This design comes from an exercise in tuning for small area on the open sky130 flow, not from production work. Function was checked by simulation only, so behaviour that the tests miss may differ from the original. Power is estimated from default activity; no workload was simulated.

Design fdc1772, start of the top module:
module fdc1772 #(
	parameter CLK_EN           = 16'd2000,  
	parameter FD_NUM           = 2,     
	parameter MODEL            = 2,     
	parameter EXT_MOTOR        = 1'b0,  
	parameter INVERT_HEAD_RA   = 1'b0   
) (
	input            clkcpu,  
	input            clk8m_en,
	input      [FD_NUM-1:0] floppy_drive,
	input            floppy_side, 
	input            floppy_reset,
	output           floppy_step,
	input            floppy_motor,
	output           floppy_ready,
	output reg       irq,
	output reg       drq,  
	input      [1:0] cpu_addr,
	input            cpu_sel,
	input            cpu_rw,
	input      [7:0] cpu_din,
	output reg [7:0] cpu_dout,
	input      [2:0] img_type,
	input      [FD_NUM-1:0] img_mounted,  
	input      [FD_NUM-1:0] img_wp,       
	input            img_ds,       
	input     [31:0] img_size,     
	output reg[31:0] sd_lba,
	output reg [FD_NUM-1:0] sd_rd,
  ...
clock: 13.0 ns
lec_check: 0
cap_margin: 20
core_margin: 2
core_utilization: 40
place_density: 0.6
slew_margin: 20
run.sh (not shown) runs the stock make flow with config.mk's settings and CLKGATE_MAP_FILE= SYNTH_SCRIPT=/design/flow/synth_recipe.tcl, a recipe that flattens the netlist after the stock synthesis.
Change:
- ABC_AREA: unset -> 1
After rerunning: Synthesized area rises by a little under a tenth; global-route usage rose by 2.6 points; total power climbs by roughly a tenth; final cell count grows by a quarter to a third; fmax climbs slightly; die area rose by a little under a tenth; wire length grows by about a fifth; count of clock-buffer cells in the layout came out higher by 16; setup slack improved by 0.16 ns.


## build 54
fdc1772, a different RTL version from the one above (not shown whole).
Size: about 3,900 cells after synthesis, about 180 I/O pins.
Settings: LEC_CHECK=0, CAP_MARGIN=20, CORE_MARGIN=2, CORE_UTILIZATION=40, CTS_BUF_LIST=sky130_fd_sc_hd__clkbuf_16, CTS_CLUSTER_DIAMETER=100, CTS_CLUSTER_SIZE=30, PLACE_DENSITY=0.6, SLEW_MARGIN=20; clock period 13.0 ns.
standard.sh (not shown) runs the stock make flow with config.mk's settings and CLKGATE_MAP_FILE= SYNTH_SCRIPT=/design/flow/synth_recipe.tcl, a recipe that flattens the netlist after the stock synthesis.
==> flow/flow/run.sh <==
#!/bin/bash
# The standard layout (the standard.sh, with its standard synthesis),
# except:
#  - the input and output ports are buffered with the smallest buffer
#    (buf_1) instead of the delay buffer buffer_ports picks by default;
#  - clock tree synthesis inserts no dummy loads.
# Each tool's output goes to the logs under orfs/logs; the make output to
# standard.log.
export BUFFER_PORTS_ARGS="-buffer_cell sky130_fd_sc_hd__buf_1"
export CTS_ARGS="-sink_clustering_enable -repair_clock_nets -sink_clustering_size 16 -sink_clustering_max_diameter 60 -buf_list sky130_fd_sc_hd__clkbuf_8 -dont_use_dummy_load"
bash standard.sh > standard.log 2>&1
Every stage of the flow completed for build 54, and the final layout passed the timing, DRC and antenna checks.
--- input diff build 54..build 2 ---
- CORE_UTILIZATION: 40 -> 55
- PLACE_DENSITY: 0.6 -> 0.7
-- flow/flow/run.sh --
<<< build 54, line 10
export CTS_ARGS="-sink_clustering_enable -repair_clock_nets -sink_clustering_size 16 -sink_clustering_max_diameter 60 -buf_list sky130_fd_sc_hd__clkbuf_8 -dont_use_dummy_load"
>>> build 2, line 10
export CTS_ARGS="-sink_clustering_enable -repair_clock_nets -sink_clustering_size 30 -sink_clustering_max_diameter 100 -buf_list sky130_fd_sc_hd__clkbuf_16 -dont_use_dummy_load"
--- outcome ---
The reported sequential group power was comparable across build 2 and build 54. Comparing build 2 and build 54, the higher worst hold slack after final layout is on build 54. Comparing build 2 and build 54, the higher worst slack at placement is on build 54. Core box area improves in build 2 relative to build 54. Clock-buffer cell count of build 2 falls short of that of build 54 by more than half. Comparing build 2 with build 54, the area used by multi-input combinational logic came out essentially unchanged. NOTE: cell depth of the worst setup path in build 2 exceeds that of build 54. Sequential share of layout area was higher in build 2 than in build 54. Build 2 vs. build 54: largest driver fanout on the critical path went up by 7. | total power consumption of the routed design | build 2 vs build 54 | ≈ equal |. Diff build 2..build 54 | number of max-cap violations | unchanged.
> inputs changed (build 2 -> build 4)
- PLACE_DENSITY changed from 0.7 to 0.6
- CORE_UTILIZATION changed from 55 to 40
==> comparison <==
Build 4 reached the final stage; the timing, DRC and antenna checks on its layout passed.
Sort build 4 and build 2 by area added between synthesis and finish, descending, and build 4 comes first.
Aggregate routed wire length in build 4 is 4300 µm above build 2.
On number of cells after detailed placement: build 4 sits above build 2.
Max final core area utilization across build 4 and build 2: build 2
Die area is lower on build 2
Build 4 has number of buffers inserted during clock tree synthesis above what build 2 had.
--- input diff build 4..build 11 ---
- GPL_ROUTABILITY_DRIVEN newly set to 0
Notes after the runs:
As far as initial standard-cell utilization of the core goes, build 11 and build 4 are indistinguishable; the numbers are identical.
Total power came out exactly the same in build 11 and build 4.
Diff build 4 -> build 11: largest driver fanout on the critical path about even, power of the combinational group did not really move, H-tree depth held steady.
Build 11 and build 4 ended up with nearly the same post-synth design cell area.
Half-perimeter wire length of the detailed placement result came out exactly the same in build 11 and build 4.
Final wirelength essentially unchanged between build 11 and build 4.
Diff build 11..build 4 | setup slack | unchanged


## lane 3
Another version of the RTL of fdc1772 (not shown whole).
For scale: about 450 flip-flops, roughly 180 I/O pins, roughly 34000 sq um of cells after synthesis.
make LEC_CHECK=0 CAP_MARGIN=20 CORE_MARGIN=2 CORE_UTILIZATION=40 CTS_BUF_LIST=sky130_fd_sc_hd__clkbuf_8 CTS_CLUSTER_DIAMETER=60 CTS_CLUSTER_SIZE=16 PLACE_DENSITY=0.6 SLEW_MARGIN=20 finish   # period 13.0 ns
run.sh (not shown) runs the stock make flow with config.mk's settings and CLKGATE_MAP_FILE= SYNTH_SCRIPT=/design/flow/synth_recipe.tcl, a recipe that flattens the netlist after the stock synthesis.
Stock flow here: none of the scripts above is used.
> inputs changed (lane 3 -> lane 1)
--- a/flow/config.mk
+++ b/flow/config.mk
@@ -9,7 +9,4 @@
 export CORE_MARGIN = 2
 export CORE_UTILIZATION = 40
-export CTS_BUF_LIST = sky130_fd_sc_hd__clkbuf_8
-export CTS_CLUSTER_DIAMETER = 60
-export CTS_CLUSTER_SIZE = 16
 export PLACE_DENSITY = 0.6
 export SLEW_MARGIN = 20
[summary]
Lane 1 completed end to end with timing, DRC and antenna clean.
Maximum frequency: lane 3 vs lane 1 — no meaningful difference
Minimum clock period: lane 1 vs lane 3 — no meaningful difference
From lane 3 to lane 1 the numbers moved as follows: number of vias after detailed routing has increased; met3 global-route usage level; post-synthesis to final-layout area growth rose 2.2 points; first-pass GRT wire length ~0 delta; number of filler cells placed in the layout -about 0.9%.
Looking only at met1 wire length, and setting everything else aside, the lower value of lane 3 and lane 1 goes to lane 3.
[compare] base=lane 3 new=lane 1: power after layout saw an increase, clock buffer count in the final layout higher.

[re-timing with driven ports]
The results above use ideal ports. As a check the final layouts listed here were re-extracted and re-timed, cells and wires unchanged.
Step 1 sets driving cells, clkbuf_16 on the clock port and buf_2 on the other inputs (assumed; they add their load-dependent delay and slew).
Step 2 adds t to the input delays and takes it off the output delays; t is the mean of the earliest and latest rising clock arrival at the registers after step 1. Input paths then give back, and output paths get back, about the clock's delay inside the block.
Slacks: no drivers / after step 1 / after step 2; pairs: no drivers / after step 1.
run | shift t [ns] | setup slack, ns | worst slew at a driven data input, ns | cell pins on the clock port's net
the first run of note 1 | 0.748 | 0.360 / 0.328 / 0.328 | 0.14 | 1
the second run of note 1 | 0.764 | 0.523 / 0.497 / 0.497 | 0.12 | 1
build 54 | 0.696 | 0.629 / 0.599 / 0.599 | 0.09 | 1
build 2 | 0.625 | 0.620 / 0.593 / 0.593 | 0.07 | 1
build 4 | 0.637 | 0.648 / 0.617 / 0.617 | 0.09 | 1
build 11 | 0.637 | 0.648 / 0.617 / 0.617 | 0.09 | 1
lane 3 | 0.745 | 0.414 / 0.350 / 0.310 | 0.08 | 1
lane 1 | 0.681 | 0.417 / 0.358 / 0.332 | 0.08 | 1
After both steps setup and hold are still met in every run listed. The setup slack of lane 3, which loses most, moves by -0.064 ns with the drivers and by -0.104 ns with both steps.
